Source: an optimization exercise on an open RTL-to-GDS flow (aim: small area, a short achievable clock period and few clock cycles per item). Production flows keep margins and buffers that such runs may drop.
Function was checked by simulation only, so behaviour that the tests miss may differ from the original.

==> flow/design.v <==
`default_nettype	none
module	slowmpy(i_clk, i_reset, i_stb, i_a, i_b, i_aux, o_busy,
		o_done, o_p, o_aux);
	parameter			LGNA = 6;
	parameter	[LGNA:0]	NA = 33;
	parameter	[0:0]		OPT_SIGNED = 1'b1;
	localparam	NB = NA;	 
	input	wire	i_clk, i_reset;
	input	wire	i_stb;
	input	wire	signed	[(NA-1):0]	i_a;
	input	wire	signed	[(NB-1):0]	i_b;
	input	wire				i_aux;
	output	reg				o_busy, o_done;
	output	reg	signed	[(NA+NB-1):0]	o_p;
	output	reg				o_aux;
	reg	[LGNA-1:0]	count;
	reg	[NA-1:0]	p_a;
	reg	[NB-1:0]	p_b;
	reg	[NA+NB-1:0]	partial;
	reg			aux;
	reg	almost_done;
	wire	pre_done;
	assign	pre_done = (count == 0);
	always @(posedge i_clk)
		almost_done <= (!i_reset)&&(o_busy)&&(pre_done);
	always @(posedge i_clk)
	if (i_reset)
	begin
		aux    <= 0;
		o_done <= 0;
		o_busy <= 0;
	end else if ((!o_busy)&&(i_stb))
	begin
		o_done <= 0;
		o_busy <= 1;
		aux    <= i_aux;
	end else if ((o_busy)&&(almost_done))
	begin
		o_done <= 1;
		o_busy <= 0;
	end else
		o_done <= 0;
	wire	[NA-1:0]	pwire;
	assign	pwire = (p_b[0] ? p_a : 0);
	always @(posedge i_clk)
	if (!o_busy)
	begin
		count <= NA[LGNA-1:0]-1;
		partial <= 0;
		p_a <= i_a;
		p_b <= i_b;
	end else begin
		p_b <= (p_b >> 1);
		partial[NB-2:0] <= partial[NB-1:1];
		if ((OPT_SIGNED)&&(pre_done))
			partial[NA+NB-1:NB-1] <= { 1'b0, partial[NA+NB-1:NB]} +
				{ 1'b0, pwire[NA-1], ~pwire[NA-2:0] };
		else if (OPT_SIGNED)
			partial[NA+NB-1:NB-1] <= {1'b0,partial[NA+NB-1:NB]} +
				{ 1'b0, !pwire[NA-1], pwire[NA-2:0] };
		else
			partial[NA+NB-1:NB-1] <= {1'b0, partial[NA+NB-1:NB]}
				+ ((p_b[0]) ? {1'b0,p_a} : 0);
		count <= count - 1;
	end
	always @(posedge i_clk)
	if (almost_done)
	begin
		if (OPT_SIGNED)
			o_p   <= partial[NA+NB-1:0]
				+ {1'b1,{(NA-2){1'b0}},1'b1, {(NB){1'b0}}};
		else
			o_p   <= partial[NA+NB-1:0];
		o_aux <= aux;
	end
endmodule
`default_nettype	none
module	mpyop(i_clk, i_reset, i_start, i_op, i_a, i_b, i_areg, o_busy, o_last, o_next);
	localparam	ND = 6, NS = 3;
	localparam	NB = 12;	 
	localparam	R  = 8;	 
	localparam	SW = 46;	 
	input	wire		i_clk, i_reset, i_start;
	input	wire	[1:0]	i_op;	 
	input	wire	[31:0]	i_a, i_b;
	input	wire	[31:0]	i_areg;	 
	output	wire		o_busy;	 
	output	wire		o_last;	 
	output	wire	[31:0]	o_next;	 
	genvar	i;
	reg	[NS-1:0]	stage;
	reg			r_asgn;	 
	wire	[32:0]		r_a = { r_asgn, i_areg };
	reg	[33:0]		acc;	 
	reg	[31:0]		bsh;	 
	reg			r_sgn, r_hi;
	reg	[ND-1:0]	d_one, d_two, d_neg;	 
	always @(posedge i_clk)
	if (i_reset)
		stage <= 0;
	else
		stage <= { stage[NS-2:0], i_start };
	assign	o_busy = |stage;
	assign	o_last = stage[NS-1];
	wire	nlast = stage[NS-2];	 
	wire	ext = r_sgn & bsh[R+NB-1];	 
	wire	[NB:0]	nchunk;
	generate for(i=0; i<NB; i=i+1)
	begin : NCHUNK
		if (i < R)
			assign nchunk[i+1] = (o_busy) ? bsh[NB+i] : i_b[i];
		else
			assign nchunk[i+1] = (o_busy)
					? ((nlast) ? ext : bsh[NB+i]) : i_b[i];
	end endgenerate
	assign	nchunk[0] = (o_busy) ? bsh[NB-1] : 1'b0;
	generate for(i=0; i<ND; i=i+1)
	begin : ENC
		wire	bm = nchunk[2*i];
		wire	b0 = nchunk[2*i+1];
		wire	b1 = nchunk[2*i+2];
		always @(posedge i_clk)
		begin
			d_one[i] <= b0 ^ bm;
			d_two[i] <= (b1 & !b0 & !bm) | (!b1 & b0 & bm);
			d_neg[i] <= b1;
		end
	end endgenerate
	wire	[33:0]	a_x1 = { r_a[32], r_a };
	wire	[33:0]	a_x2 = { r_a, 1'b0 };
	wire	[33:0]	pp0 = ({(34){d_one[0]}} & a_x1) | ({(34){d_two[0]}} & a_x2);
	wire	[33:0]	rw0 = pp0 ^ {(34){d_neg[0]}};
	wire	[33:0]	rx0 = { !rw0[33], rw0[32:0] };
	wire	[33:0]	pp1 = ({(34){d_one[1]}} & a_x1) | ({(34){d_two[1]}} & a_x2);
	wire	[33:0]	rw1 = pp1 ^ {(34){d_neg[1]}};
	wire	[33:0]	rx1 = { !rw1[33], rw1[32:0] };
	wire	[33:0]	pp2 = ({(34){d_one[2]}} & a_x1) | ({(34){d_two[2]}} & a_x2);
	wire	[33:0]	rw2 = pp2 ^ {(34){d_neg[2]}};
	wire	[33:0]	rx2 = { !rw2[33], rw2[32:0] };
	wire	[33:0]	pp3 = ({(34){d_one[3]}} & a_x1) | ({(34){d_two[3]}} & a_x2);
	wire	[33:0]	rw3 = pp3 ^ {(34){d_neg[3]}};
	wire	[33:0]	rx3 = { !rw3[33], rw3[32:0] };
	wire	[33:0]	pp4 = ({(34){d_one[4]}} & a_x1) | ({(34){d_two[4]}} & a_x2);
	wire	[33:0]	rw4 = pp4 ^ {(34){d_neg[4]}};
	wire	[33:0]	rx4 = { !rw4[33], rw4[32:0] };
	wire	[33:0]	pp5 = ({(34){d_one[5]}} & a_x1) | ({(34){d_two[5]}} & a_x2);
	wire	[33:0]	rw5 = pp5 ^ {(34){d_neg[5]}};
	wire	[33:0]	rx5 = { !rw5[33], rw5[32:0] };
	wire	[33:0]	acc_in = (stage[0]) ? 34'h0 : acc;
	wire	[33:0]	accx = { !acc_in[33], acc_in[32:0] };
	wire t1 = accx[8] ^ d_neg[4];
	wire t2 = accx[8] & d_neg[4];
	wire t3 = accx[9] ^ rx0[9];
	wire t4 = accx[9] & rx0[9];
	wire t5 = accx[10] ^ d_neg[5] ^ rx0[10];
	wire t6 = (accx[10] & d_neg[5]) | (accx[10] & rx0[10]) | (d_neg[5] & rx0[10]);
	wire t7 = rx1[8] ^ rx2[6];
	wire t8 = rx1[8] & rx2[6];
	wire t9 = accx[11] ^ rx0[11] ^ rx1[9];
	wire t10 = (accx[11] & rx0[11]) | (accx[11] & rx1[9]) | (rx0[11] & rx1[9]);
	wire t11 = rx2[7] ^ rx3[5];
	wire t12 = rx2[7] & rx3[5];
	wire t13 = accx[12] ^ rx0[12] ^ rx1[10];
	wire t14 = (accx[12] & rx0[12]) | (accx[12] & rx1[10]) | (rx0[12] & rx1[10]);
	wire t15 = rx2[8] ^ rx3[6];
	wire t16 = rx2[8] & rx3[6];
	wire t17 = accx[13] ^ rx0[13] ^ rx1[11];
	wire t18 = (accx[13] & rx0[13]) | (accx[13] & rx1[11]) | (rx0[13] & rx1[11]);
	wire t19 = rx2[9] ^ rx3[7];
	wire t20 = rx2[9] & rx3[7];
	wire t21 = accx[14] ^ rx0[14] ^ rx1[12];
	wire t22 = (accx[14] & rx0[14]) | (accx[14] & rx1[12]) | (rx0[14] & rx1[12]);
	wire t23 = rx2[10] ^ rx3[8];
	wire t24 = rx2[10] & rx3[8];
	wire t25 = accx[15] ^ rx0[15] ^ rx1[13];
	wire t26 = (accx[15] & rx0[15]) | (accx[15] & rx1[13]) | (rx0[15] & rx1[13]);
	wire t27 = rx2[11] ^ rx3[9];
	wire t28 = rx2[11] & rx3[9];
	wire t29 = accx[16] ^ rx0[16] ^ rx1[14];
	wire t30 = (accx[16] & rx0[16]) | (accx[16] & rx1[14]) | (rx0[16] & rx1[14]);
	wire t31 = rx2[12] ^ rx3[10];
	wire t32 = rx2[12] & rx3[10];
	wire t33 = accx[17] ^ rx0[17] ^ rx1[15];
	wire t34 = (accx[17] & rx0[17]) | (accx[17] & rx1[15]) | (rx0[17] & rx1[15]);
	wire t35 = rx2[13] ^ rx3[11];
	wire t36 = rx2[13] & rx3[11];
	wire t37 = accx[18] ^ rx0[18] ^ rx1[16];
	wire t38 = (accx[18] & rx0[18]) | (accx[18] & rx1[16]) | (rx0[18] & rx1[16]);
	wire t39 = rx2[14] ^ rx3[12];
	wire t40 = rx2[14] & rx3[12];
	wire t41 = accx[19] ^ rx0[19] ^ rx1[17];
	wire t42 = (accx[19] & rx0[19]) | (accx[19] & rx1[17]) | (rx0[19] & rx1[17]);
	wire t43 = rx2[15] ^ rx3[13];
	wire t44 = rx2[15] & rx3[13];
	wire t45 = accx[20] ^ rx0[20] ^ rx1[18];
	wire t46 = (accx[20] & rx0[20]) | (accx[20] & rx1[18]) | (rx0[20] & rx1[18]);
	wire t47 = rx2[16] ^ rx3[14];
	wire t48 = rx2[16] & rx3[14];
	wire t49 = accx[21] ^ rx0[21] ^ rx1[19];
	wire t50 = (accx[21] & rx0[21]) | (accx[21] & rx1[19]) | (rx0[21] & rx1[19]);
	wire t51 = rx2[17] ^ rx3[15];
	wire t52 = rx2[17] & rx3[15];
	wire t53 = accx[22] ^ rx0[22] ^ rx1[20];
	wire t54 = (accx[22] & rx0[22]) | (accx[22] & rx1[20]) | (rx0[22] & rx1[20]);
	wire t55 = rx2[18] ^ rx3[16];
	wire t56 = rx2[18] & rx3[16];
	wire t57 = accx[23] ^ rx0[23] ^ rx1[21];
	wire t58 = (accx[23] & rx0[23]) | (accx[23] & rx1[21]) | (rx0[23] & rx1[21]);
	wire t59 = rx2[19] ^ rx3[17];
	wire t60 = rx2[19] & rx3[17];
	wire t61 = accx[24] ^ rx0[24] ^ rx1[22];
	wire t62 = (accx[24] & rx0[24]) | (accx[24] & rx1[22]) | (rx0[24] & rx1[22]);
	wire t63 = rx2[20] ^ rx3[18];
	wire t64 = rx2[20] & rx3[18];
	wire t65 = accx[25] ^ rx0[25] ^ rx1[23];
	wire t66 = (accx[25] & rx0[25]) | (accx[25] & rx1[23]) | (rx0[25] & rx1[23]);
	wire t67 = rx2[21] ^ rx3[19];
	wire t68 = rx2[21] & rx3[19];
	wire t69 = accx[26] ^ rx0[26] ^ rx1[24];
	wire t70 = (accx[26] & rx0[26]) | (accx[26] & rx1[24]) | (rx0[26] & rx1[24]);
	wire t71 = rx2[22] ^ rx3[20];
	wire t72 = rx2[22] & rx3[20];
	wire t73 = accx[27] ^ rx0[27] ^ rx1[25];
	wire t74 = (accx[27] & rx0[27]) | (accx[27] & rx1[25]) | (rx0[27] & rx1[25]);
	wire t75 = rx2[23] ^ rx3[21];
	wire t76 = rx2[23] & rx3[21];
	wire t77 = accx[28] ^ rx0[28] ^ rx1[26];
	wire t78 = (accx[28] & rx0[28]) | (accx[28] & rx1[26]) | (rx0[28] & rx1[26]);
	wire t79 = rx2[24] ^ rx3[22];
	wire t80 = rx2[24] & rx3[22];
	wire t81 = accx[29] ^ rx0[29] ^ rx1[27];
	wire t82 = (accx[29] & rx0[29]) | (accx[29] & rx1[27]) | (rx0[29] & rx1[27]);
	wire t83 = rx2[25] ^ rx3[23];
	wire t84 = rx2[25] & rx3[23];
	wire t85 = accx[30] ^ rx0[30] ^ rx1[28];
	wire t86 = (accx[30] & rx0[30]) | (accx[30] & rx1[28]) | (rx0[30] & rx1[28]);
	wire t87 = rx2[26] ^ rx3[24];
	wire t88 = rx2[26] & rx3[24];
	wire t89 = accx[31] ^ rx0[31] ^ rx1[29];
	wire t90 = (accx[31] & rx0[31]) | (accx[31] & rx1[29]) | (rx0[31] & rx1[29]);
	wire t91 = rx2[27] ^ rx3[25];
	wire t92 = rx2[27] & rx3[25];
	wire t93 = accx[32] ^ rx0[32] ^ rx1[30];
	wire t94 = (accx[32] & rx0[32]) | (accx[32] & rx1[30]) | (rx0[32] & rx1[30]);
	wire t95 = rx2[28] ^ rx3[26];
	wire t96 = rx2[28] & rx3[26];
	wire t97 = accx[33] ^ rx0[33] ^ rx1[31];
	wire t98 = (accx[33] & rx0[33]) | (accx[33] & rx1[31]) | (rx0[33] & rx1[31]);
	wire t99 = rx2[29] ^ rx3[27];
	wire t100 = rx2[29] & rx3[27];
	wire t101 = !(rx1[32] ^ rx2[30]);
	wire t102 = rx1[32] | rx2[30];
	wire t103 = accx[4] ^ d_neg[2];
	wire t104 = accx[4] & d_neg[2];
	wire t105 = accx[5] ^ rx0[5];
	wire t106 = accx[5] & rx0[5];
	wire t107 = accx[6] ^ d_neg[3] ^ rx0[6];
	wire t108 = (accx[6] & d_neg[3]) | (accx[6] & rx0[6]) | (d_neg[3] & rx0[6]);
	wire t109 = rx1[4] ^ rx2[2];
	wire t110 = rx1[4] & rx2[2];
	wire t111 = accx[7] ^ rx0[7] ^ rx1[5];
	wire t112 = (accx[7] & rx0[7]) | (accx[7] & rx1[5]) | (rx0[7] & rx1[5]);
	wire t113 = rx2[3] ^ rx3[1];
	wire t114 = rx2[3] & rx3[1];
	wire t115 = t1 ^ rx0[8] ^ rx1[6];
	wire t116 = (t1 & rx0[8]) | (t1 & rx1[6]) | (rx0[8] & rx1[6]);
	wire t117 = rx2[4] ^ rx3[2] ^ rx4[0];
	wire t118 = (rx2[4] & rx3[2]) | (rx2[4] & rx4[0]) | (rx3[2] & rx4[0]);
	wire t119 = t2 ^ rx1[7] ^ rx2[5];
	wire t120 = (t2 & rx1[7]) | (t2 & rx2[5]) | (rx1[7] & rx2[5]);
	wire t121 = rx3[3] ^ rx4[1] ^ t3;
	wire t122 = (rx3[3] & rx4[1]) | (rx3[3] & t3) | (rx4[1] & t3);
	wire t123 = rx3[4] ^ rx4[2] ^ rx5[0];
	wire t124 = (rx3[4] & rx4[2]) | (rx3[4] & rx5[0]) | (rx4[2] & rx5[0]);
	wire t125 = t4 ^ t7 ^ t5;
	wire t126 = (t4 & t7) | (t4 & t5) | (t7 & t5);
	wire t127 = rx4[3] ^ rx5[1] ^ t8;
	wire t128 = (rx4[3] & rx5[1]) | (rx4[3] & t8) | (rx5[1] & t8);
	wire t129 = t11 ^ t6 ^ t9;
	wire t130 = (t11 & t6) | (t11 & t9) | (t6 & t9);
	wire t131 = rx4[4] ^ rx5[2] ^ t12;
	wire t132 = (rx4[4] & rx5[2]) | (rx4[4] & t12) | (rx5[2] & t12);
	wire t133 = t15 ^ t10 ^ t13;
	wire t134 = (t15 & t10) | (t15 & t13) | (t10 & t13);
	wire t135 = rx4[5] ^ rx5[3] ^ t16;
	wire t136 = (rx4[5] & rx5[3]) | (rx4[5] & t16) | (rx5[3] & t16);
	wire t137 = t19 ^ t14 ^ t17;
	wire t138 = (t19 & t14) | (t19 & t17) | (t14 & t17);
	wire t139 = rx4[6] ^ rx5[4] ^ t20;
	wire t140 = (rx4[6] & rx5[4]) | (rx4[6] & t20) | (rx5[4] & t20);
	wire t141 = t23 ^ t18 ^ t21;
	wire t142 = (t23 & t18) | (t23 & t21) | (t18 & t21);
	wire t143 = rx4[7] ^ rx5[5] ^ t24;
	wire t144 = (rx4[7] & rx5[5]) | (rx4[7] & t24) | (rx5[5] & t24);
	wire t145 = t27 ^ t22 ^ t25;
	wire t146 = (t27 & t22) | (t27 & t25) | (t22 & t25);
	wire t147 = rx4[8] ^ rx5[6] ^ t28;
	wire t148 = (rx4[8] & rx5[6]) | (rx4[8] & t28) | (rx5[6] & t28);
	wire t149 = t31 ^ t26 ^ t29;
	wire t150 = (t31 & t26) | (t31 & t29) | (t26 & t29);
	wire t151 = rx4[9] ^ rx5[7] ^ t32;
	wire t152 = (rx4[9] & rx5[7]) | (rx4[9] & t32) | (rx5[7] & t32);
	wire t153 = t35 ^ t30 ^ t33;
	wire t154 = (t35 & t30) | (t35 & t33) | (t30 & t33);
	wire t155 = rx4[10] ^ rx5[8] ^ t36;
	wire t156 = (rx4[10] & rx5[8]) | (rx4[10] & t36) | (rx5[8] & t36);
	wire t157 = t39 ^ t34 ^ t37;
	wire t158 = (t39 & t34) | (t39 & t37) | (t34 & t37);
	wire t159 = rx4[11] ^ rx5[9] ^ t40;
	wire t160 = (rx4[11] & rx5[9]) | (rx4[11] & t40) | (rx5[9] & t40);
	wire t161 = t43 ^ t38 ^ t41;
	wire t162 = (t43 & t38) | (t43 & t41) | (t38 & t41);
	wire t163 = rx4[12] ^ rx5[10] ^ t44;
	wire t164 = (rx4[12] & rx5[10]) | (rx4[12] & t44) | (rx5[10] & t44);
	wire t165 = t47 ^ t42 ^ t45;
	wire t166 = (t47 & t42) | (t47 & t45) | (t42 & t45);
	wire t167 = rx4[13] ^ rx5[11] ^ t48;
	wire t168 = (rx4[13] & rx5[11]) | (rx4[13] & t48) | (rx5[11] & t48);
	wire t169 = t51 ^ t46 ^ t49;
	wire t170 = (t51 & t46) | (t51 & t49) | (t46 & t49);
	wire t171 = rx4[14] ^ rx5[12] ^ t52;
	wire t172 = (rx4[14] & rx5[12]) | (rx4[14] & t52) | (rx5[12] & t52);
	wire t173 = t55 ^ t50 ^ t53;
	wire t174 = (t55 & t50) | (t55 & t53) | (t50 & t53);
	wire t175 = rx4[15] ^ rx5[13] ^ t56;
	wire t176 = (rx4[15] & rx5[13]) | (rx4[15] & t56) | (rx5[13] & t56);
	wire t177 = t59 ^ t54 ^ t57;
	wire t178 = (t59 & t54) | (t59 & t57) | (t54 & t57);
	wire t179 = rx4[16] ^ rx5[14] ^ t60;
	wire t180 = (rx4[16] & rx5[14]) | (rx4[16] & t60) | (rx5[14] & t60);
	wire t181 = t63 ^ t58 ^ t61;
	wire t182 = (t63 & t58) | (t63 & t61) | (t58 & t61);
	wire t183 = rx4[17] ^ rx5[15] ^ t64;
	wire t184 = (rx4[17] & rx5[15]) | (rx4[17] & t64) | (rx5[15] & t64);
	wire t185 = t67 ^ t62 ^ t65;
	wire t186 = (t67 & t62) | (t67 & t65) | (t62 & t65);
	wire t187 = rx4[18] ^ rx5[16] ^ t68;
	wire t188 = (rx4[18] & rx5[16]) | (rx4[18] & t68) | (rx5[16] & t68);
	wire t189 = t71 ^ t66 ^ t69;
	wire t190 = (t71 & t66) | (t71 & t69) | (t66 & t69);
	wire t191 = rx4[19] ^ rx5[17] ^ t72;
	wire t192 = (rx4[19] & rx5[17]) | (rx4[19] & t72) | (rx5[17] & t72);
	wire t193 = t75 ^ t70 ^ t73;
	wire t194 = (t75 & t70) | (t75 & t73) | (t70 & t73);
	wire t195 = rx4[20] ^ rx5[18] ^ t76;
	wire t196 = (rx4[20] & rx5[18]) | (rx4[20] & t76) | (rx5[18] & t76);
	wire t197 = t79 ^ t74 ^ t77;
	wire t198 = (t79 & t74) | (t79 & t77) | (t74 & t77);
	wire t199 = rx4[21] ^ rx5[19] ^ t80;
	wire t200 = (rx4[21] & rx5[19]) | (rx4[21] & t80) | (rx5[19] & t80);
	wire t201 = t83 ^ t78 ^ t81;
	wire t202 = (t83 & t78) | (t83 & t81) | (t78 & t81);
	wire t203 = rx4[22] ^ rx5[20] ^ t84;
	wire t204 = (rx4[22] & rx5[20]) | (rx4[22] & t84) | (rx5[20] & t84);
	wire t205 = t87 ^ t82 ^ t85;
	wire t206 = (t87 & t82) | (t87 & t85) | (t82 & t85);
	wire t207 = rx4[23] ^ rx5[21] ^ t88;
	wire t208 = (rx4[23] & rx5[21]) | (rx4[23] & t88) | (rx5[21] & t88);
	wire t209 = t91 ^ t86 ^ t89;
	wire t210 = (t91 & t86) | (t91 & t89) | (t86 & t89);
	wire t211 = rx4[24] ^ rx5[22] ^ t92;
	wire t212 = (rx4[24] & rx5[22]) | (rx4[24] & t92) | (rx5[22] & t92);
	wire t213 = t95 ^ t90 ^ t93;
	wire t214 = (t95 & t90) | (t95 & t93) | (t90 & t93);
	wire t215 = rx4[25] ^ rx5[23] ^ t96;
	wire t216 = (rx4[25] & rx5[23]) | (rx4[25] & t96) | (rx5[23] & t96);
	wire t217 = t99 ^ t94 ^ t97;
	wire t218 = (t99 & t94) | (t99 & t97) | (t94 & t97);
	wire t219 = rx3[28] ^ rx4[26] ^ rx5[24];
	wire t220 = (rx3[28] & rx4[26]) | (rx3[28] & rx5[24]) | (rx4[26] & rx5[24]);
	wire t221 = t100 ^ t101 ^ t98;
	wire t222 = (t100 & t101) | (t100 & t98) | (t101 & t98);
	wire t223 = rx1[33] ^ rx2[31] ^ rx3[29];
	wire t224 = (rx1[33] & rx2[31]) | (rx1[33] & rx3[29]) | (rx2[31] & rx3[29]);
	wire t225 = rx4[27] ^ rx5[25] ^ t102;
	wire t226 = (rx4[27] & rx5[25]) | (rx4[27] & t102) | (rx5[25] & t102);
	wire t227 = !(rx2[32] ^ rx3[30]);
	wire t228 = rx2[32] | rx3[30];
	wire t229 = rx4[28] ^ rx5[26];
	wire t230 = rx4[28] & rx5[26];
	wire t231 = rx2[33] ^ rx3[31] ^ rx4[29];
	wire t232 = (rx2[33] & rx3[31]) | (rx2[33] & rx4[29]) | (rx3[31] & rx4[29]);
	wire t233 = !(rx3[32] ^ rx4[30]);
	wire t234 = rx3[32] | rx4[30];
	wire t235 = accx[2] ^ d_neg[1];
	wire t236 = accx[2] & d_neg[1];
	wire t237 = accx[3] ^ rx0[3];
	wire t238 = accx[3] & rx0[3];
	wire t239 = t103 ^ rx0[4] ^ rx1[2];
	wire t240 = (t103 & rx0[4]) | (t103 & rx1[2]) | (rx0[4] & rx1[2]);
	wire t241 = t104 ^ rx1[3] ^ rx2[1];
	wire t242 = (t104 & rx1[3]) | (t104 & rx2[1]) | (rx1[3] & rx2[1]);
	wire t243 = rx3[0] ^ t106 ^ t109;
	wire t244 = (rx3[0] & t106) | (rx3[0] & t109) | (t106 & t109);
	wire t245 = t110 ^ t113 ^ t108;
	wire t246 = (t110 & t113) | (t110 & t108) | (t113 & t108);
	wire t247 = t114 ^ t112 ^ t115;
	wire t248 = (t114 & t112) | (t114 & t115) | (t112 & t115);
	wire t249 = t116 ^ t118 ^ t119;
	wire t250 = (t116 & t118) | (t116 & t119) | (t118 & t119);
	wire t251 = t120 ^ t123 ^ t122;
	wire t252 = (t120 & t123) | (t120 & t122) | (t123 & t122);
	wire t253 = t124 ^ t127 ^ t126;
	wire t254 = (t124 & t127) | (t124 & t126) | (t127 & t126);
	wire t255 = t128 ^ t131 ^ t130;
	wire t256 = (t128 & t131) | (t128 & t130) | (t131 & t130);
	wire t257 = t132 ^ t135 ^ t134;
	wire t258 = (t132 & t135) | (t132 & t134) | (t135 & t134);
	wire t259 = t136 ^ t139 ^ t138;
	wire t260 = (t136 & t139) | (t136 & t138) | (t139 & t138);
	wire t261 = t140 ^ t143 ^ t142;
	wire t262 = (t140 & t143) | (t140 & t142) | (t143 & t142);
	wire t263 = t144 ^ t147 ^ t146;
	wire t264 = (t144 & t147) | (t144 & t146) | (t147 & t146);
	wire t265 = t148 ^ t151 ^ t150;
	wire t266 = (t148 & t151) | (t148 & t150) | (t151 & t150);
	wire t267 = t152 ^ t155 ^ t154;
	wire t268 = (t152 & t155) | (t152 & t154) | (t155 & t154);
	wire t269 = t156 ^ t159 ^ t158;
	wire t270 = (t156 & t159) | (t156 & t158) | (t159 & t158);
	wire t271 = t160 ^ t163 ^ t162;
	wire t272 = (t160 & t163) | (t160 & t162) | (t163 & t162);
	wire t273 = t164 ^ t167 ^ t166;
	wire t274 = (t164 & t167) | (t164 & t166) | (t167 & t166);
	wire t275 = t168 ^ t171 ^ t170;
	wire t276 = (t168 & t171) | (t168 & t170) | (t171 & t170);
	wire t277 = t172 ^ t175 ^ t174;
	wire t278 = (t172 & t175) | (t172 & t174) | (t175 & t174);
	wire t279 = t176 ^ t179 ^ t178;
	wire t280 = (t176 & t179) | (t176 & t178) | (t179 & t178);
	wire t281 = t180 ^ t183 ^ t182;
	wire t282 = (t180 & t183) | (t180 & t182) | (t183 & t182);
	wire t283 = t184 ^ t187 ^ t186;
	wire t284 = (t184 & t187) | (t184 & t186) | (t187 & t186);
	wire t285 = t188 ^ t191 ^ t190;
	wire t286 = (t188 & t191) | (t188 & t190) | (t191 & t190);
	wire t287 = t192 ^ t195 ^ t194;
	wire t288 = (t192 & t195) | (t192 & t194) | (t195 & t194);
	wire t289 = t196 ^ t199 ^ t198;
	wire t290 = (t196 & t199) | (t196 & t198) | (t199 & t198);
	wire t291 = t200 ^ t203 ^ t202;
	wire t292 = (t200 & t203) | (t200 & t202) | (t203 & t202);
	wire t293 = t204 ^ t207 ^ t206;
	wire t294 = (t204 & t207) | (t204 & t206) | (t207 & t206);
	wire t295 = t208 ^ t211 ^ t210;
	wire t296 = (t208 & t211) | (t208 & t210) | (t211 & t210);
	wire t297 = t212 ^ t215 ^ t214;
	wire t298 = (t212 & t215) | (t212 & t214) | (t215 & t214);
	wire t299 = t219 ^ t216 ^ t218;
	wire t300 = (t219 & t216) | (t219 & t218) | (t216 & t218);
	wire t301 = t220 ^ t223 ^ t225;
	wire t302 = (t220 & t223) | (t220 & t225) | (t223 & t225);
	wire t303 = t227 ^ t229 ^ t224;
	wire t304 = (t227 & t229) | (t227 & t224) | (t229 & t224);
	wire t305 = rx5[27] ^ t228 ^ t230;
	wire t306 = (rx5[27] & t228) | (rx5[27] & t230) | (t228 & t230);
	wire t307 = rx5[28] ^ t233;
	wire t308 = rx5[28] & t233;
	wire t309 = rx3[33] ^ rx4[31] ^ rx5[29];
	wire t310 = (rx3[33] & rx4[31]) | (rx3[33] & rx5[29]) | (rx4[31] & rx5[29]);
	wire t311 = !(rx4[32] ^ rx5[30]);
	wire t312 = rx4[32] | rx5[30];
	wire t313 = accx[0] ^ d_neg[0];
	wire t314 = accx[0] & d_neg[0];
	wire t315 = accx[1] ^ rx0[1];
	wire t316 = accx[1] & rx0[1];
	wire t317 = t235 ^ rx0[2] ^ rx1[0];
	wire t318 = (t235 & rx0[2]) | (t235 & rx1[0]) | (rx0[2] & rx1[0]);
	wire t319 = t236 ^ rx1[1] ^ t237;
	wire t320 = (t236 & rx1[1]) | (t236 & t237) | (rx1[1] & t237);
	wire t321 = rx2[0] ^ t238 ^ t239;
	wire t322 = (rx2[0] & t238) | (rx2[0] & t239) | (t238 & t239);
	wire t323 = t105 ^ t240 ^ t241;
	wire t324 = (t105 & t240) | (t105 & t241) | (t240 & t241);
	wire t325 = t242 ^ t107 ^ t243;
	wire t326 = (t242 & t107) | (t242 & t243) | (t107 & t243);
	wire t327 = t111 ^ t244 ^ t245;
	wire t328 = (t111 & t244) | (t111 & t245) | (t244 & t245);
	wire t329 = t117 ^ t246 ^ t247;
	wire t330 = (t117 & t246) | (t117 & t247) | (t246 & t247);
	wire t331 = t121 ^ t248 ^ t249;
	wire t332 = (t121 & t248) | (t121 & t249) | (t248 & t249);
	wire t333 = t250 ^ t125 ^ t251;
	wire t334 = (t250 & t125) | (t250 & t251) | (t125 & t251);
	wire t335 = t129 ^ t252 ^ t253;
	wire t336 = (t129 & t252) | (t129 & t253) | (t252 & t253);
	wire t337 = t133 ^ t254 ^ t255;
	wire t338 = (t133 & t254) | (t133 & t255) | (t254 & t255);
	wire t339 = t137 ^ t256 ^ t257;
	wire t340 = (t137 & t256) | (t137 & t257) | (t256 & t257);
	wire t341 = t141 ^ t258 ^ t259;
	wire t342 = (t141 & t258) | (t141 & t259) | (t258 & t259);
	wire t343 = t145 ^ t260 ^ t261;
	wire t344 = (t145 & t260) | (t145 & t261) | (t260 & t261);
	wire t345 = t149 ^ t262 ^ t263;
	wire t346 = (t149 & t262) | (t149 & t263) | (t262 & t263);
	wire t347 = t153 ^ t264 ^ t265;
	wire t348 = (t153 & t264) | (t153 & t265) | (t264 & t265);
	wire t349 = t157 ^ t266 ^ t267;
	wire t350 = (t157 & t266) | (t157 & t267) | (t266 & t267);
	wire t351 = t161 ^ t268 ^ t269;
	wire t352 = (t161 & t268) | (t161 & t269) | (t268 & t269);
	wire t353 = t165 ^ t270 ^ t271;
	wire t354 = (t165 & t270) | (t165 & t271) | (t270 & t271);
	wire t355 = t169 ^ t272 ^ t273;
	wire t356 = (t169 & t272) | (t169 & t273) | (t272 & t273);
	wire t357 = t173 ^ t274 ^ t275;
	wire t358 = (t173 & t274) | (t173 & t275) | (t274 & t275);
	wire t359 = t177 ^ t276 ^ t277;
	wire t360 = (t177 & t276) | (t177 & t277) | (t276 & t277);
	wire t361 = t181 ^ t278 ^ t279;
	wire t362 = (t181 & t278) | (t181 & t279) | (t278 & t279);
	wire t363 = t185 ^ t280 ^ t281;
	wire t364 = (t185 & t280) | (t185 & t281) | (t280 & t281);
	wire t365 = t189 ^ t282 ^ t283;
	wire t366 = (t189 & t282) | (t189 & t283) | (t282 & t283);
	wire t367 = t193 ^ t284 ^ t285;
	wire t368 = (t193 & t284) | (t193 & t285) | (t284 & t285);
	wire t369 = t197 ^ t286 ^ t287;
	wire t370 = (t197 & t286) | (t197 & t287) | (t286 & t287);
	wire t371 = t201 ^ t288 ^ t289;
	wire t372 = (t201 & t288) | (t201 & t289) | (t288 & t289);
	wire t373 = t205 ^ t290 ^ t291;
	wire t374 = (t205 & t290) | (t205 & t291) | (t290 & t291);
	wire t375 = t209 ^ t292 ^ t293;
	wire t376 = (t209 & t292) | (t209 & t293) | (t292 & t293);
	wire t377 = t213 ^ t294 ^ t295;
	wire t378 = (t213 & t294) | (t213 & t295) | (t294 & t295);
	wire t379 = t217 ^ t296 ^ t297;
	wire t380 = (t217 & t296) | (t217 & t297) | (t296 & t297);
	wire t381 = t221 ^ t298 ^ t299;
	wire t382 = (t221 & t298) | (t221 & t299) | (t298 & t299);
	wire t383 = t222 ^ t301 ^ t300;
	wire t384 = (t222 & t301) | (t222 & t300) | (t301 & t300);
	wire t385 = t226 ^ t303 ^ t302;
	wire t386 = (t226 & t303) | (t226 & t302) | (t303 & t302);
	wire t387 = t231 ^ t305 ^ t304;
	wire t388 = (t231 & t305) | (t231 & t304) | (t305 & t304);
	wire t389 = t232 ^ t306 ^ t307;
	wire t390 = (t232 & t306) | (t232 & t307) | (t306 & t307);
	wire t391 = t234 ^ t308 ^ t309;
	wire t392 = (t234 & t308) | (t234 & t309) | (t308 & t309);
	wire t393 = t311 ^ t310;
	wire t394 = t311 & t310;
	wire t395 = rx4[33] ^ rx5[31] ^ t312;
	wire t396 = (rx4[33] & rx5[31]) | (rx4[33] & t312) | (rx5[31] & t312);
	wire t397 = !rx5[32];
	wire	[SW-1:0]	tx = { 1'b1, 1'b1, rx5[32], t397, t394, t393, t390, t389, t387, t385, t382, t380, t378, t376, t374, t372, t370, t368, t366, t364, t362, t360, t358, t356, t354, t352, t350, t348, t346, t344, t342, t340, t338, t336, t334, t332, t330, t328, t326, t324, t322, t320, t318, t316, t314, t313 };
	wire	[SW-1:0]	ty = { 1'b0, 1'b0, rx5[33], t396, t395, t392, t391, t388, t386, t384, t383, t381, t379, t377, t375, t373, t371, t369, t367, t365, t363, t361, t359, t357, t355, t353, t351, t349, t347, t345, t343, t341, t339, t337, t335, t333, t331, t329, t327, t325, t323, t321, t319, t317, t315, rx0[0] };
	wire	[SW-1:0]	rsum = tx + ty;
	always @(posedge i_clk)
	if (!o_busy)
	begin
		r_asgn <= i_op[0] & i_a[31];
		bsh   <= i_b;
		r_sgn <= i_op[0];
		r_hi  <= i_op[1];
	end else
		bsh   <= { rsum[NB-1:0], bsh[31:NB] };
	always @(posedge i_clk)
		acc   <= rsum[NB+33:NB];
	assign	o_next = (r_hi) ? rsum[R+31:R] : { rsum[R-1:0], bsh[31:R] };
endmodule
`default_nettype	none
module	cpuops(i_clk,i_reset, i_stb, i_op, i_a, i_b, o_c, o_f, o_valid,
			o_busy);
	input	wire	i_clk, i_reset, i_stb;
	input	wire	[3:0]	i_op;
	input	wire	[31:0]	i_a, i_b;
	output	reg	[31:0]	o_c;
	output	wire	[3:0]	o_f;
	output	reg		o_valid;
	output	wire		o_busy;
	reg	c, pre_sign, set_ovfl, keep_sgn_on_ovfl;
	wire	this_is_a_multiply_op;
	assign	this_is_a_multiply_op = (i_stb)&&((i_op[3:1]==3'h5)||(i_op[3:0]==4'hc));
	wire		mpybusy, mpylast;
	wire	[31:0]	mpy_next;
	mpyop	thempy(i_clk, i_reset, this_is_a_multiply_op, i_op[1:0],
		i_a, i_b, o_c, mpybusy, mpylast, mpy_next);
	wire	[31:0]	next_c;
	wire		next_carry;
	aluop	thealu(mpybusy, mpylast, i_op, i_a, i_b, mpy_next, o_c,
			next_c, next_carry);
	always @(posedge i_clk)
	begin
		pre_sign <= i_a[31];
		c <= next_carry;
		set_ovfl <= !mpybusy && (((i_op==4'h0)&&(i_a[31] != i_b[31]))
			||((i_op==4'h2)&&(i_a[31] == i_b[31]))
			||(i_op == 4'h6)
			||(i_op == 4'h5));
		keep_sgn_on_ovfl <= !mpybusy &&
			(((i_op==4'h0)&&(i_a[31] != i_b[31]))
			||((i_op==4'h2)&&(i_a[31] == i_b[31])));
		o_c <= next_c;
	end
	assign	o_busy = mpybusy;
	wire	z = (o_c == 32'h0000);
	wire	n = (o_c[31]);
	wire	v = (set_ovfl)&&(pre_sign != o_c[31]);
	wire	vx = (keep_sgn_on_ovfl)&&(pre_sign != o_c[31]);
	assign	o_f = { v, n^vx, c, z };
	always @(posedge i_clk)
	if (i_reset)
		o_valid <= 1'b0;
	else
		o_valid <=((i_stb)&&(!this_is_a_multiply_op))||(mpylast);
endmodule
module	aluop(i_busy, i_last, i_op, i_a, i_b, i_mpy, i_hold, o_r, o_c);
	input	wire		i_busy, i_last;
	input	wire	[3:0]	i_op;
	input	wire	[31:0]	i_a, i_b;
	input	wire	[31:0]	i_mpy, i_hold;
	output	wire	[31:0]	o_r;
	output	wire		o_c;
	genvar	k;
	wire		sub = !i_op[1];
	wire	[32:0]	sum = { 1'b0, i_a } + { 1'b0, i_b ^ {(32){sub}} }
				+ { 32'h0, sub };
	wire		c_add = sum[32] ^ sub;
	wire	[31:0]	a_rev, b_rev;
	generate for(k=0; k<32; k=k+1)
	begin : REV
		assign	a_rev[k] = i_a[31-k];
		assign	b_rev[k] = i_b[31-k];
	end endgenerate
	wire		lsl  = i_op[1] & !i_op[0];
	wire		fill = i_op[1] & i_op[0] & i_a[31];
	wire		kill = |i_b[31:6];
	wire	[32:0]	sh_in = { (lsl) ? a_rev : i_a, 1'b0 };
	wire	signed	[33:0]	sh_x = { fill, sh_in };
	wire	[33:0]	sh_y = sh_x >>> i_b[5:0];
	wire	[32:0]	sh_r = (kill) ? {(33){fill}} : sh_y[32:0];
	wire	[31:0]	sh_rev;
	generate for(k=0; k<32; k=k+1)
	begin : SREV
		assign	sh_rev[k] = sh_r[32-k];
	end endgenerate
	wire	alu = !i_busy;
	wire	op_arith = alu && (i_op[3:2] == 2'b00) && !i_op[0];  
	wire	op_rsh   = alu && (i_op[3:2] == 2'b01) && i_op[0];   
	wire	op_lsl   = alu && (i_op == 4'h6);
	reg	t3, t2h, t1h, t2l, t1l, lg;
	always @(*)
	begin
		{ lg, t3, t2h, t1h, t2l, t1l } = 6'b0;
		case(i_op)
		4'h1: { lg, t3, t2h, t1h, t2l, t1l } = 6'b11_00_00;
		4'h3: { lg, t3, t2h, t1h, t2l, t1l } = 6'b11_11_11;
		4'h4: { lg, t3, t2h, t1h, t2l, t1l } = 6'b10_11_11;
		4'h9: { lg, t3, t2h, t1h, t2l, t1l } = 6'b11_10_01;
		4'ha, 4'hb, 4'hc:
		      { lg, t3, t2h, t1h, t2l, t1l } = 6'b11_10_10;
		4'hd, 4'he, 4'hf:
		      { lg, t3, t2h, t1h, t2l, t1l } = 6'b11_01_01;
		default: { lg, t3, t2h, t1h, t2l, t1l } = 6'b0;
		endcase
	end
	wire	op_brev = alu && (i_op == 4'h8);
	wire	op_logic = alu && lg;
	wire	[31:0]	t2 = { {(16){t2h}}, {(16){t2l}} };
	wire	[31:0]	t1 = { {(16){t1h}}, {(16){t1l}} };
	wire	[31:0]	logic_r = ({(32){t3}} & i_a & i_b) | (t2 & i_a & ~i_b)
			| (t1 & ~i_a & i_b);
	assign	o_r = ({(32){op_arith}} & sum[31:0])
			| ({(32){op_rsh}} & sh_r[32:1])
			| ({(32){op_lsl}} & sh_rev)
			| ({(32){op_logic}} & logic_r)
			| ({(32){op_brev}} & b_rev)
			| ({(32){i_last}} & i_mpy)
			| ({(32){i_busy && !i_last}} & i_hold);
	assign	o_c = (op_arith & c_add) | ((op_rsh | op_lsl) & sh_r[0]);
endmodule
==> flow/flow/run.sh <==
#!/bin/bash
# The standard layout, with the port buffers made of plain buffers
# (sky130_fd_sc_hd__buf_4) instead of the delay cell buffer_ports picks,
# and timing repair free to resize them. The make log goes to standard_flow.log.
set -euo pipefail
bash standard.sh MATCH_CELL_FOOTPRINT=0 "BUFFER_PORTS_ARGS=-buffer_cell sky130_fd_sc_hd__buf_4" finish > standard_flow.log 2>&1
==> flow/standard.sh <==
#!/bin/bash
# synth_recipe.tcl (not shown) runs the flow's synth.tcl, then flattens the netlist and writes it again
# the make line also repeats each setting of config.mk as NAME=value (left out here)
make -C /OpenROAD-flow-scripts/flow DESIGN_CONFIG=/design/flow/config.mk WORK_HOME=/design/flow/orfs CLKGATE_MAP_FILE= SYNTH_SCRIPT=/design/flow/synth_recipe.tcl "${@:-finish}"
==> flow/config.mk <==
export PLATFORM = sky130hd
export DESIGN_NAME = cpuops
export DESIGN_NICKNAME = cpuops
export VERILOG_FILES = /design/flow/design.v
export SDC_FILE = /design/flow/constraint.sdc
export NUM_CORES = 4
export LEC_CHECK = 0
export ABC_AREA = 1
export CAP_MARGIN = 20
export CORE_MARGIN = 2
export CORE_UTILIZATION = 40
export SETUP_SLACK_MARGIN = 5
export SLEW_MARGIN = 20
==> flow/constraint.sdc <==
create_clock -name core_clock -period 10.0 [get_ports {i_clk}]
set_input_delay 2.0000 -clock core_clock [delete_from_list [all_inputs] [get_ports {i_clk}]]
set_output_delay 2.0000 -clock core_clock [all_outputs]
set_load 0.01 [all_outputs]
==> impl.org, run 1 <==
** Run status
- Run status :: no timing/DRC/antenna violations

** Clocking
- CTS tree :: built
- The root buffer cell chosen for the clock tree is sky130_fd_sc_hd__clkbuf_16.
- Maximum level of the CTS H-tree :: 4
- Clock latency on the worst-skew pair, taken at its later pin, is 450 ps.
- The number of hold buffers added after CTS was 0.
- After clock tree synthesis, the clock-pin slew on the worst setup and hold paths is 70 ps.
- Maximum count of clock buffers along a single path :: 2
- Clock tree synthesis inserted a total of 17 buffers.
- Sinks on the clock net :: 119

** Critical path
- Walking the worst path, the cells encountered are clkinvlp_4, buf_4, o22ai_2, xor2_1, fa_1, fa_1, inv_1, fa_1, fa_1, ha_4, nand2_1, nor2_4, nand2_1, inv_2, nand4_1, nand3_2, nand2_1, nand3_1, nand3_1, nand2_1, nand4_1.
- Largest stage delay, worst path :: 550 ps
- Arrival time of the worst setup path :: 5340 ps
- Tracing the worst setup path back leads to its startpoint at thempy.d_one[1].
- STA classifies the critical path startpoint as a flip-flop.
- Category of the critical setup timing path :: flip-flop to flip-flop
- Required time worst endpoint :: 10,320 ps
- Worst-path cell with the longest stage delay :: sky130_fd_sc_hd__fa_1
- Of all nets on the critical path, the largest fanout is 13.
- Kind of capture point of the worst setup path :: flip-flop
- Critical R2R Launch :: thempy.d_one[1]

** Logic synthesis
- Synthesis produced 3,334 cells.
- Commonest cells in the netlist :: sky130_fd_sc_hd__nand2_1, sky130_fd_sc_hd__inv_1, sky130_fd_sc_hd__nand3_1, sky130_fd_sc_hd__nor2_1, sky130_fd_sc_hd__xor2_1
- Fraction of post-synthesis cell area in the top cell type by area :: 14.8%
- In the synthesized netlist the async set-or-reset flop fraction comes to 0%.
- Among all cell types in the netlist, the one instantiated most often is sky130_fd_sc_hd__nand2_1.
- For this run, the number of Yosys warnings is 3.
- After synthesis the cells add up to 0.0216 mm2.
- The synthesized design contains 119 register bits.
- Distinct cell type count of the synthesized netlist :: 52
- Averaged over all synthesized cells, the footprint is 6.46 um2.
- The biggest area contributor in the post-synthesis netlist is sky130_fd_sc_hd__fa_1.
- Post-Syn Nets :: 3,680
- EDFF count, synth :: 3
- Biggest area contributors in the synthesized netlist :: sky130_fd_sc_hd__fa_1, sky130_fd_sc_hd__nand2_1, sky130_fd_sc_hd__dfxtp_1
- Top_reg_cell synth :: sky130_fd_sc_hd__dfxtp_1
- The share of the Yosys chip area taken by registers is 11.2%.

** Route
- Wires add up to 109 mm.
- The first detailed-routing pass took 8 iterations.
- Routed len/inst :: 26.3 um
- Once detail routing completed, the nets flagged for antenna violations numbered 0.
- Via count :: 24,857
- Post-detailed-route DRC marker count :: 0
- The first routing iteration left 3,169 violations.
- After detailed routing, the number of vias per cell comes to 6.00.

** Timing
- Summed over all failing endpoints, the final setup total negative slack is 0 ps.
- Max Transition Viols Final :: 0
- Final period demand of the worst path :: 5020 ps
- For the pin with the worst max-slew slack, the measured transition is 1120 ps.
- Slew margin rel. :: 24.6%
- Setup violations remaining at the end of the flow were counted as 0.
- Hold Vio Cnt, Final :: 0
- RSZ-0062 raised after global routing :: true
- For this run, the top clock speed supported by timing is 199 MHz.
- Clock Skews :: 13.2 ps
- Portion of the clock cycle consumed by the worst path in the final layout :: 50.2%

** Global routing
- Entering global routing, the biggest net connects 69 pins.
- The via count of the first global-routing pass came to 24,002.
- Global-route total usage across every layer :: 38.1%
- Overall overflow remaining after global route :: 0
- Number of antenna violations at the first check in global routing :: 1
- The first global-routing pass estimated 157 mm of wire.

** Placed design
- Number of port buffers :: 108
- The placed instances occupy a cell area of 0.0226 mm2.
- Post-DP HPWL :: 83.5 mm
- Routability-driven placement finished with a final weighted congestion of 1.07.

** Final layout
- The post-route netlist has 16.4% of its cells at a drive strength greater than 1.
- At the end of the flow the core is filled with cells to 47.8%.
- Area added between synthesis and finish :: 18.6%
- After the last flow step, the layout net total stands at 3,778.
- Layout filler cell count :: 5,685
- Post-route cell area :: 0.0256 mm2

** Floorplanning
- Once the floorplan was initialized, standard cells occupied 40.3% of the core.
- The die is 236 um wide.
- Std-Cell Rows :: 85
- For this design the top-level I/O count stands at 109.
- The die is 236 um tall.
- Core Area :: 0.0535 mm2
- The die covers 0.0558 mm2.

** Hold path
- In this run the most critical hold path is launched from thempy.bsh[25].
- Class of the tightest hold or removal check :: flip-flop to flip-flop

** Run
- The tool flagged a number of max-cap violations equal to 0.
-- stage by stage --
stage / worst slack, ps / hold WS (ps) / instances
2_1_floorplan: 5200 / 429 / 3334
3_3_place_gp: 4020 / 445 / 3976
3_5_place_dp: 3980 / 449 / 3976
4_1_cts: 4940 / 461 / 4111
5_1_grt: 4870 / 507 / 4141
6_report: 4980 / 471 / 4142
-- metal layers --
| metal | routed length [um] | share of wire, % | vias up | GRT usage (%) |
|---|---|---|---|---|
| li1 | - | - | 11264 | - |
| met1 | 41600 | 38 | 11740 | 47.5 |
| met2 | 47400 | 44 | 1458 | 59.2 |
| met3 | 10400 | 9.6 | 395 | 6.72 |
| met4 | 9510 | 8.7 | 0 | 28.2 |
| met5 | 0 | 0 | - | 0 |
-- path summary, 6_finish.rpt --
check	endpoint	slack, ps	cells past startpoint
worst max-delay path	o_c[27]	4980	21
worst min register to register	thempy.bsh[13]	470	2
worst max register to register	o_c[27]	4980	21
worst min-delay path	thempy.bsh[13]	470	2
-- area by class of cell --
type / count / area, um2 / area share [%]
timing repair inverter: 8 / 60.1 / 0.235
timing repair buffer: 256 / 2060 / 8.06
clock inverter: 14 / 143 / 0.558
clock buffer: 18 / 429 / 1.68
tap: 696 / 871 / 3.41
sequential: 119 / 2490 / 9.75
inverter: 444 / 1830 / 7.17
multi-input combinational: 2586 / 17700 / 69.1
antenna: 1 / 2.50 / 0.00979
-- registers in the layout (all words and copies together) (netlist names), 2 cells and up --
| register | count |
|---|---|
| thempy.bsh | 28 |
| thempy.d_two | 6 |
| thempy.d_one | 6 |
| o_c | 32 |
| thempy.d_neg | 2 |
| thempy.acc | 34 |
| thempy.stage | 3 |
-- critical path: cells and delay by family (launching register included) --
kind	cells	cell delay, ps
AO/OA/AOI/OAI	1	200
XOR/XNOR	1	200
adder cells (fa/ha/maj)	5	2200
buffers and inverters	4	520
flip-flops	1	410
AND/OR/NAND/NOR	10	1340
-- repair_timing --
| item | in CTS | in global routing |
|---|---|---|
| pin swaps | 7 | 47 |
| cloned | 5 | 3 |
| setup buffers | 98 | 27 |
| gates resized for setup | 169 | 186 |
| setup endpoints to repair | 70 | 56 |
-- layout by cell type (no fill, tap or decap), drive strengths merged, types with 159 or more instances in the layout --
cell type,instances
xor2,229
buf,256
nand2,648
nand3,407
o21ai,180
o22ai,203
inv,410
fa,159
a21oi,168
nor2,258
-- kinds of logic after synthesis --
logic type / Yosys count / synth area share (%)
flops: 119 / 11.2
xor+xnor: 268 / 10.9
fa+ha+maj: 275 / 21.5
simple gates: 1395 / 27.6
compound gates: 648 / 17.4
buf+inv: 629 / 11.4
Testbench counts, summed over its fixed seeds: cycles 28,765, items 16,384.
==> inputs of run 2 (changes only) <==
--- a/flow/config.mk
+++ b/flow/config.mk
@@ -7,3 +7,2 @@
 export LEC_CHECK = 0
-export ABC_AREA = 1
 export CAP_MARGIN = 20
==> impl.org, run 2 <==
** Run status
- The run finished with no timing, DRC or antenna violations.

** Timing
- The max-slew violation count was 0 (unchanged).
- The final worst slack came to 4810 ps (-169 ps).
- Slew margin rel. :: 18.7% (-5.9 points)
- Total negative slack :: 0 ps (unchanged)
- The share of the clock period used by the worst path is 51.9% (+1.7 points).
- Max frequency :: 193 MHz (-3.3%)
- The count of endpoints failing hold in the final timing report came to 0 (unchanged).
- Slew at the pin with the worst max-slew slack :: 1210 ps (+92.0 ps)
- Clock Skews :: 13.2 ps (-0.0493 ps)
- Final period demand of the worst path :: 5190 ps (+169 ps)
- Setup repair after global routing could not meet its margin everywhere.
- The setup-violating endpoint count in the final report was 0 (unchanged).

** Final layout
- The share of cells above drive strength 1 is 21.7% (+5.3 points).
- The diode insertion count for antenna repair was 0 (-1).
- Commonest non-fill, non-tap cells in the layout :: sky130_fd_sc_hd__nand2_1, sky130_fd_sc_hd__buf_4, sky130_fd_sc_hd__xnor2_1
- Register name with the most flops :: thempy.acc
- Total number of nets in the final design :: 2,905 (-23%)
- Leaving out fill and tap cells, the most frequent cell in the layout is sky130_fd_sc_hd__nand2_1.
- Largest regs :: thempy.acc x34, o_c x32, thempy.bsh x28
- Largest register FFs :: 34 (unchanged)
- Compared with the post-synthesis result, the final layout area differs by 19.0%.

** Clocking
- The maximum level of the CTS H-tree came to 4 (unchanged).
- Clock buffer count from CTS :: 17 (unchanged)
- CTS tree :: built
- Maximum count of clock buffers along a single path :: 2 (unchanged)
- Insertion delay to the later sink of the worst-skew pair :: 440 ps (about the same)
- Sinks on the clock net :: 119 (unchanged)
- The post-cts hold buffer count was 0 (unchanged).
- The clock-pin slew of the registers on the worst-case setup and hold paths is 60 ps (about the same).
- Cell at the root of the clock tree :: sky130_fd_sc_hd__clkbuf_16

** Floorplanning
- The top-level port count came to 109 (unchanged).
- The overall die width was 233 um (-1.4%).
- The die span in y came to 233 um (-1.4%).
- The die area was 0.0542 mm2 (-2.7%).
- The starting density of the core is 40.7% (+0.41 points).
- The total core area came to 0.0515 mm2 (-3.7%).
- Std-Cell Rows :: 83 (-2.4%)

** Global routing
- The all-layer global routing usage is 35.6% (-2.5 points).
- Number of antenna violations at the first check in global routing :: 1 (unchanged)
- First-pass GRT wire length :: 142 mm (-9.5%)
- The pin count of the biggest net entering global routing is 47 (-32%).
- Overall overflow remaining after global route :: 0 (unchanged)
- Via count of the first global-routing pass :: 21,027 (-12%)

** Logic synthesis
- Fraction of post-synthesis cell area in the top cell type by area :: 15.2% (+0.42 points)
- The number of storage elements in the synthesis netlist is 119 (unchanged).
- Post-Syn Nets :: 2,889 (-21%)
- By count the netlist is led by sky130_fd_sc_hd__a22oi_1, sky130_fd_sc_hd__nand2_1, sky130_fd_sc_hd__clkbuf_1, sky130_fd_sc_hd__xnor2_1, sky130_fd_sc_hd__inv_1.
- Total of warnings raised by yosys :: 3 (unchanged)
- The synthesized instance count was 2,543 (-24%).
- The count of flip-flops with a built-in enable after synthesis was 3 (unchanged).
- The sequential area share after synthesis is 11.5% (+0.32 points).
- The number of distinct library cell variants in the gate-level netlist after synthesis was 78 (+50%).
- The post-synthesis area per instance was 8.24 um2 (+28%).
- Top_reg_cell synth :: sky130_fd_sc_hd__dfxtp_1
- The synthesized area came to 0.0210 mm2 (-2.7%).
- The largest total area in the synthesized netlist belongs to sky130_fd_sc_hd__fa_1.
- Biggest area contributors in the synthesized netlist :: sky130_fd_sc_hd__fa_1, sky130_fd_sc_hd__dfxtp_1, sky130_fd_sc_hd__xnor2_1
- Yosys instantiated no cell more often than sky130_fd_sc_hd__a22oi_1.
- The proportion of synthesized flip-flops having asynchronous set or reset was 0% (unchanged).

** Critical path
- Kind of capture point of the worst setup path :: flip-flop
- Startpoint Class :: flip-flop
- The required time of the critical path came to 10,330 ps (about the same).
- The critical path in this run is classified as flip-flop to flip-flop.
- Max FO, Critical Path :: 7 (-6)
- Arrival time of the worst setup path :: 5510 ps (+170 ps)

** Run
- The number of maximum-capacitance constraint violations came to 0 (unchanged).

** Route
- Post-detailed-route DRC marker count :: 0 (unchanged)
- The detail-routed via count per cell is 6.67 (+11%).
- The number of DRC markers after the initial detailed-route iteration came to 2,579 (-19%).
- Sum of routed wire length over all layers :: 99.9 mm (-8.3%)
- The number of vias after detailed routing was 21,682 (-13%).
- The post-detailed-route wirelength per cell was 30.7 um (+17%).
- Post-DRT Antenna Nets :: 0 (unchanged)
- First drt pass iteration count :: 7 (-1)

** Placed design
- Final weighted congestion in routability-driven placement :: 1.03 (-4.0%)
- Post-DP HPWL :: 72.0 mm (-14%)
- The total of buffers placed on input and output ports came to 108 (unchanged).
- Post-placement worst setup slack :: 3970 ps (-5.23 ps)

** Hold path
- Class of the tightest hold or removal check :: flip-flop to flip-flop
[run 2: cell type report]
class                      count  area, um2
inverter                     186        707
sequential                   119       2520
fill                        4987      26600
multi-input combinational   2006      18200
clock inverter                14        149
timing repair buffer         229       2110
clock buffer                  18        439
tap                          680        851
[run 2: worst paths after layout]
path / end / depth (start not counted) / slack, ps / startpoint
hold reg to reg: thempy.bsh[17] / 2 / 470 / thempy.bsh[29]
hold / removal: thempy.bsh[17] / 2 / 470 / thempy.bsh[29]
setup reg to reg: thempy.acc[31] / 18 / 4810 / thempy.d_one[1]
setup / recovery: thempy.acc[31] / 18 / 4810 / thempy.d_one[1]
[run 2: layer usage]
| layer | track usage [%] | part of all wire, % | vias up |
|---|---|---|---|
| met5 | 0 | 0 | - |
| met3 | 5.45 | 8.3 | 360 |
| li1 | - | - | 9158 |
| met4 | 20.4 | 7.2 | 0 |
| met1 | 44.1 | 38 | 10763 |
| met2 | 58.9 | 47 | 1401 |
[run 2: cells by family (layout without fill, tap and decap cells)]
group,count (synthesis),count (layout),synth area share [%]
compound gates,785,785,25.8
simple gates,529,530,12.2
buf+inv,419,447,7.74
xor+xnor,304,304,12.7
fa+ha+maj,275,275,22.1
flops,119,119,11.5
mux,112,112,7.89
[run 2: through the flow]
step           util (%)  instances  instance area [um2]  hold slack, ps
2_1_floorplan         -       2543                21200             421
3_5_place_dp       43.1       3147                22200             463
3_3_place_gp       43.1       3147                22200             464
4_1_cts            46.3       3209                23900             465
6_report           48.4       3252                24900             471
5_1_grt            48.4       3252                24900             495
[run 2: timing repair]
item                                    in CTS  in global routing
pin swaps                                   51                116
setup buffers                               24                 36
resized for setup                          194                147
gates cloned                                 6                  7
endpoints found under the setup margin      56                 45
[run 2: worst max-delay path, stage by stage, from the launching register on]
cell                        delay [ps]
sky130_fd_sc_hd__dfxtp_4           410
sky130_fd_sc_hd__clkbuf_16         190
sky130_fd_sc_hd__a22oi_2           200
sky130_fd_sc_hd__xor2_1            220
sky130_fd_sc_hd__fa_1              470
sky130_fd_sc_hd__fa_2              360
sky130_fd_sc_hd__inv_2              70
sky130_fd_sc_hd__fa_1              400
sky130_fd_sc_hd__fa_2              590
sky130_fd_sc_hd__ha_4              240
sky130_fd_sc_hd__a21oi_4           170
sky130_fd_sc_hd__o21ai_2           100
sky130_fd_sc_hd__a31oi_2           210
sky130_fd_sc_hd__nand2_1           140
sky130_fd_sc_hd__a311o_1           350
sky130_fd_sc_hd__o21a_4            260
sky130_fd_sc_hd__nand2b_4          170
sky130_fd_sc_hd__a221o_1           350
sky130_fd_sc_hd__xor2_1            150
==> inputs of run 3 (changes only) <==
--- a/flow/config.mk
+++ b/flow/config.mk
@@ -9,3 +9,3 @@
 export CORE_MARGIN = 2
-export CORE_UTILIZATION = 40
+export CORE_UTILIZATION = 55
 export SETUP_SLACK_MARGIN = 5
==> impl.org, run 3 <==
** Final layout
- Ranked by flip-flop count, first place goes to thempy.acc.
- The flip-flop count of the largest register after layout is 34 (unchanged).
- Leaving out fill and tap cells, the most frequent cell in the layout is sky130_fd_sc_hd__buf_4.
- The share of cells above drive strength 1 was 22.9% (+1.3 points).
- The net count of the finished layout came to 2,912 (+0.24%).
- In the layout the commonest cells are sky130_fd_sc_hd__buf_4, sky130_fd_sc_hd__nand2_1, sky130_fd_sc_hd__xnor2_1.
- Largest regs :: thempy.acc x34, o_c x32, thempy.bsh x28
- Relative to the synthesized area, the layout overhead comes to 18.7%.
- Layout filler cell count :: 3,001 (-40%)

** Clocking
- Insertion delay to the later sink of the worst-skew pair :: 440 ps (about the same)
- The tree is rooted in a sky130_fd_sc_hd__clkbuf_16.
- The number of clock buffers inserted by TritonCTS came to 17 (unchanged).
- Sinks on the clock net :: 119 (unchanged)
- Maximum count of clock buffers along a single path :: 2 (unchanged)
- The post-cts hold buffer count is 0 (unchanged).
- Clock-pin slew on the worst setup and hold paths :: 70 ps (about the same)
- CTS tree :: built
- Maximum level of the CTS H-tree :: 4 (unchanged)

** Global routing
- The number of antenna violations at the first check in global routing was 2 (+1).
- First-pass GRT wire length :: 136 mm (-4.0%)
- The pin count of the biggest net entering global routing is 58 (+23%).
- Overall overflow remaining after global route :: 0 (unchanged)
- Via count of the first global-routing pass :: 21,243 (+1.0%)
- The all-layer global routing usage is 47.0% (+11 points).

** Logic synthesis
- Fraction of post-synthesis cell area in the top cell type by area :: 15.2% (unchanged)
- Top_reg_cell synth :: sky130_fd_sc_hd__dfxtp_1
- sky130_fd_sc_hd__fa_1 takes more of the synthesized area than any other cell.
- Sequential cell area fraction in the yosys report :: 11.5% (unchanged)
- The proportion of synthesized flip-flops having asynchronous set or reset came to 0% (unchanged).
- The synthesized area was 0.0210 mm2 (unchanged).
- The total nets after synthesis was 2,889 (unchanged).
- The number of distinct library cell variants in the gate-level netlist after synthesis came to 78 (unchanged).
- Yosys instantiated no cell more often than sky130_fd_sc_hd__a22oi_1.
- EDFF count, synth :: 3 (unchanged)
- Total of warnings raised by yosys :: 3 (unchanged)
- Biggest area contributors in the synthesized netlist :: sky130_fd_sc_hd__fa_1, sky130_fd_sc_hd__dfxtp_1, sky130_fd_sc_hd__xnor2_1
- The synthesized instance count is 2,543 (unchanged).
- By count the netlist is led by sky130_fd_sc_hd__a22oi_1, sky130_fd_sc_hd__nand2_1, sky130_fd_sc_hd__clkbuf_1, sky130_fd_sc_hd__xnor2_1, sky130_fd_sc_hd__inv_1.
- Synthesized area per cell :: 8.24 um2 (unchanged)
- The number of storage elements in the synthesis netlist is 119 (unchanged).

** Timing
- Max Transition Viols Final :: 0 (unchanged)
- The time the worst path needs with I/O delays and setup came to 5320 ps (+131 ps).
- Clock Skews :: 18.6 ps (+5.45 ps)
- The highest attainable clock frequency came to 188 MHz (-2.5%).
- Total negative slack :: 0 ps (unchanged)
- The measured slew at the worst slew-check pin came to 1350 ps (+138 ps).
- Final setup violation count :: 0 (unchanged)
- RSZ-0062 raised after global routing :: true
- The share of the clock period used by the worst path was 53.2% (+1.3 points).
- Slew margin rel. :: 9.46% (-9.2 points)
- The count of endpoints failing hold in the final timing report is 0 (unchanged).

** Critical path
- The endpoint identified for the worst register-to-register timing path is o_c[26].
- Largest stage delay, worst path :: 640 ps (+50 ps)
- The critical path goes through buf_6, a22oi_1, xnor2_1, ha_1, inv_1, fa_2, inv_2, fa_1, fa_1, ha_4, a21o_1, o21bai_4, a221o_1, a21oi_2, o211ai_1, buf_4, a21o_1, buf_4, xor2_2, nand2_1, o211ai_1.
- The path depth of the worst reg2reg path was 21 (+3).
- In this run the critical register-to-register path is launched from thempy.d_one[3].
- Startpoint Class :: flip-flop
- Max FO, Critical Path :: 34 (+27)
- The required time of the critical path was 10,280 ps (-50 ps).
- Among cell families on the critical path, the largest total delay comes from adder cells.
- Bufs and invs on worst path :: 5 (+3)
- The endpoint arrival time on the critical path was 5600 ps (+90 ps).
- Register-to-register setup slack :: 4680 ps (-130 ps)
- The worst setup path is captured at a flip-flop.
- The slowest stage of the critical path is the sky130_fd_sc_hd__fa_1 cell.
- Category of the critical setup timing path :: flip-flop to flip-flop

** Route
- The count of unresolved DRC violations after routing came to 0 (unchanged).
- Vias/cell :: 7.26 (+8.9%)
- Routed len/inst :: 32.2 um (+4.8%)
- The number of vias after detailed routing was 22,441 (+3.5%).
- The remaining number of nets flagged by the antenna check after routing came to 0 (unchanged).
- Sum of routed wire length over all layers :: 99.5 mm (-0.42%)
- The number of DRC markers after the initial detailed-route iteration came to 3,061 (+19%).
- First drt pass iteration count :: 10 (+3)

** Run status
- The run finished with no timing, DRC or antenna violations.

** Hold path
- The path with the worst hold slack has its endpoint at thempy.bsh[15].
- The worst hold path begins at thempy.bsh[27].
- Class of the tightest hold or removal check :: flip-flop to flip-flop
- Worst Hold Depth :: 2 (unchanged)

** Placed design
- Number of port buffers :: 108 (unchanged)
- Final weighted congestion in routability-driven placement :: 1.06 (+3.0%)
- Post-DP HPWL :: 67.7 mm (-6.0%)

** Run
- The number of maximum-capacitance constraint violations came to 0 (unchanged).

** Floorplanning
- The starting density of the core was 55.8% (+15 points).
- I/O pin count :: 109 (unchanged)
- Std-Cell Rows :: 71 (-14%)
- Horizontal die dimension :: 199 um (-14%)
- Die Footprint :: 0.0397 mm2 (-27%)
- The die span in y is 199 um (-14%).
- Core Area :: 0.0376 mm2 (-27%)
==> run 3: area by class of cell <==
cell class | instances | area [um2] | area share (%)
multi-input combinational | 2005 | 18200 | 73.3
sequential | 119 | 2530 | 10.2
timing repair buffer | 237 | 2150 | 8.63
inverter | 186 | 704 | 2.83
tap | 511 | 639 | 2.57
clock buffer | 17 | 425 | 1.71
clock inverter | 15 | 203 | 0.814
antenna | 1 | 2.50 | 0.0101
==> run 3: worst max-delay path by stage <==
stage / to / start / slack [ps] / depth (start not counted)
after floorplan: o_c[30] / i_op[1] / 4940 / 15
after CTS: o_c[28] / thempy.d_one[1] / 4880 / 18
after detailed placement: o_c[28] / o_c[25] / 4100 / 17
final: o_c[26] / thempy.d_one[3] / 4680 / 21
after global routing: o_c[26] / thempy.d_one[3] / 4660 / 21
after global placement: o_c[30] / o_c[23] / 4090 / 16
==> run 3: stage by stage <==
step	hold WS, ps	worst slack, ps	instance area [um2]	cells	util, %
2_1_floorplan	421	4940	21200	2543	-
3_3_place_gp	450	4090	21900	2971	58.4
3_5_place_dp	445	4100	21900	2971	58.4
4_1_cts	452	4880	23600	3036	62.8
5_1_grt	476	4660	24900	3090	66.2
6_report	451	4680	24900	3091	66.2
==> run 3: repair_timing <==
action | CTS | global route
endpoints found under the setup margin | 60 | 43
gates cloned | 2 | 7
gates resized for setup | 184 | 175
pin swaps | 71 | 129
buffers inserted | 31 | 47
==> run 3: cell families (layout without fill, tap and decap cells) <==
| kind of cell | after synthesis | after routing | share of synthesized area [%] |
|---|---|---|---|
| AOI/OAI and AO/OA | 785 | 785 | 25.8 |
| and+or+nand+nor | 529 | 529 | 12.2 |
| buffers and inverters | 419 | 455 | 7.74 |
| xor gates and xnor gates | 304 | 304 | 12.7 |
| adders and majority gates | 275 | 275 | 22.1 |
| DFF | 119 | 119 | 11.5 |
| muxes | 112 | 112 | 7.89 |
| other | 0 | 1 | 0 |
==> run 3: routing by layer <==
layer / global-route usage (%) / part of all wire (%) / routed length, um / up-vias
li1: - / - / - / 9188
met1: 56.4 / 34 / 33500 / 10763
met2: 73.8 / 44 / 43400 / 1898
met3: 10.1 / 13 / 12600 / 588
met4: 35.4 / 10 / 10000 / 4
met5: 0 / 0.027 / 27 / -
==> run 3: tightest hold or removal path, delay by kind of cell (launching register included) <==
| kind | cells | cell delay [ps] |
|---|---|---|
| and+or+nand+nor | 2 | 100 |
| DFF | 1 | 310 |

what the ideal ports hide:
The results above use ideal ports. As a check the final layouts listed here were re-extracted and re-timed, cells and wires unchanged.
Step 1, drivers: a clkbuf_16 drives i_clk and a buf_2 each remaining input, both assumed.
Step 2 adds t to the input delays and takes it off the output delays; t is the mean of the earliest and latest rising clock arrival at the registers after step 1. Input paths then give back, and output paths get back, about the clock's delay inside the block.
Slacks: no drivers / after step 1 / after step 2; pairs: no drivers / after step 1.
run | t, ns | slack for setup (ns) | pins driven straight from the clock port
run 1 | 0.498 | 4.983 / 4.983 / 4.660 | 1
run 2 | 0.484 | 4.814 / 4.814 / 4.463 | 1
run 3 | 0.486 | 4.683 / 4.683 / 4.396 | 1
After both steps every run listed still meets setup and hold. The setup slack of run 2, which loses most, moves by 0.000 ns with the drivers and by -0.351 ns with both steps.
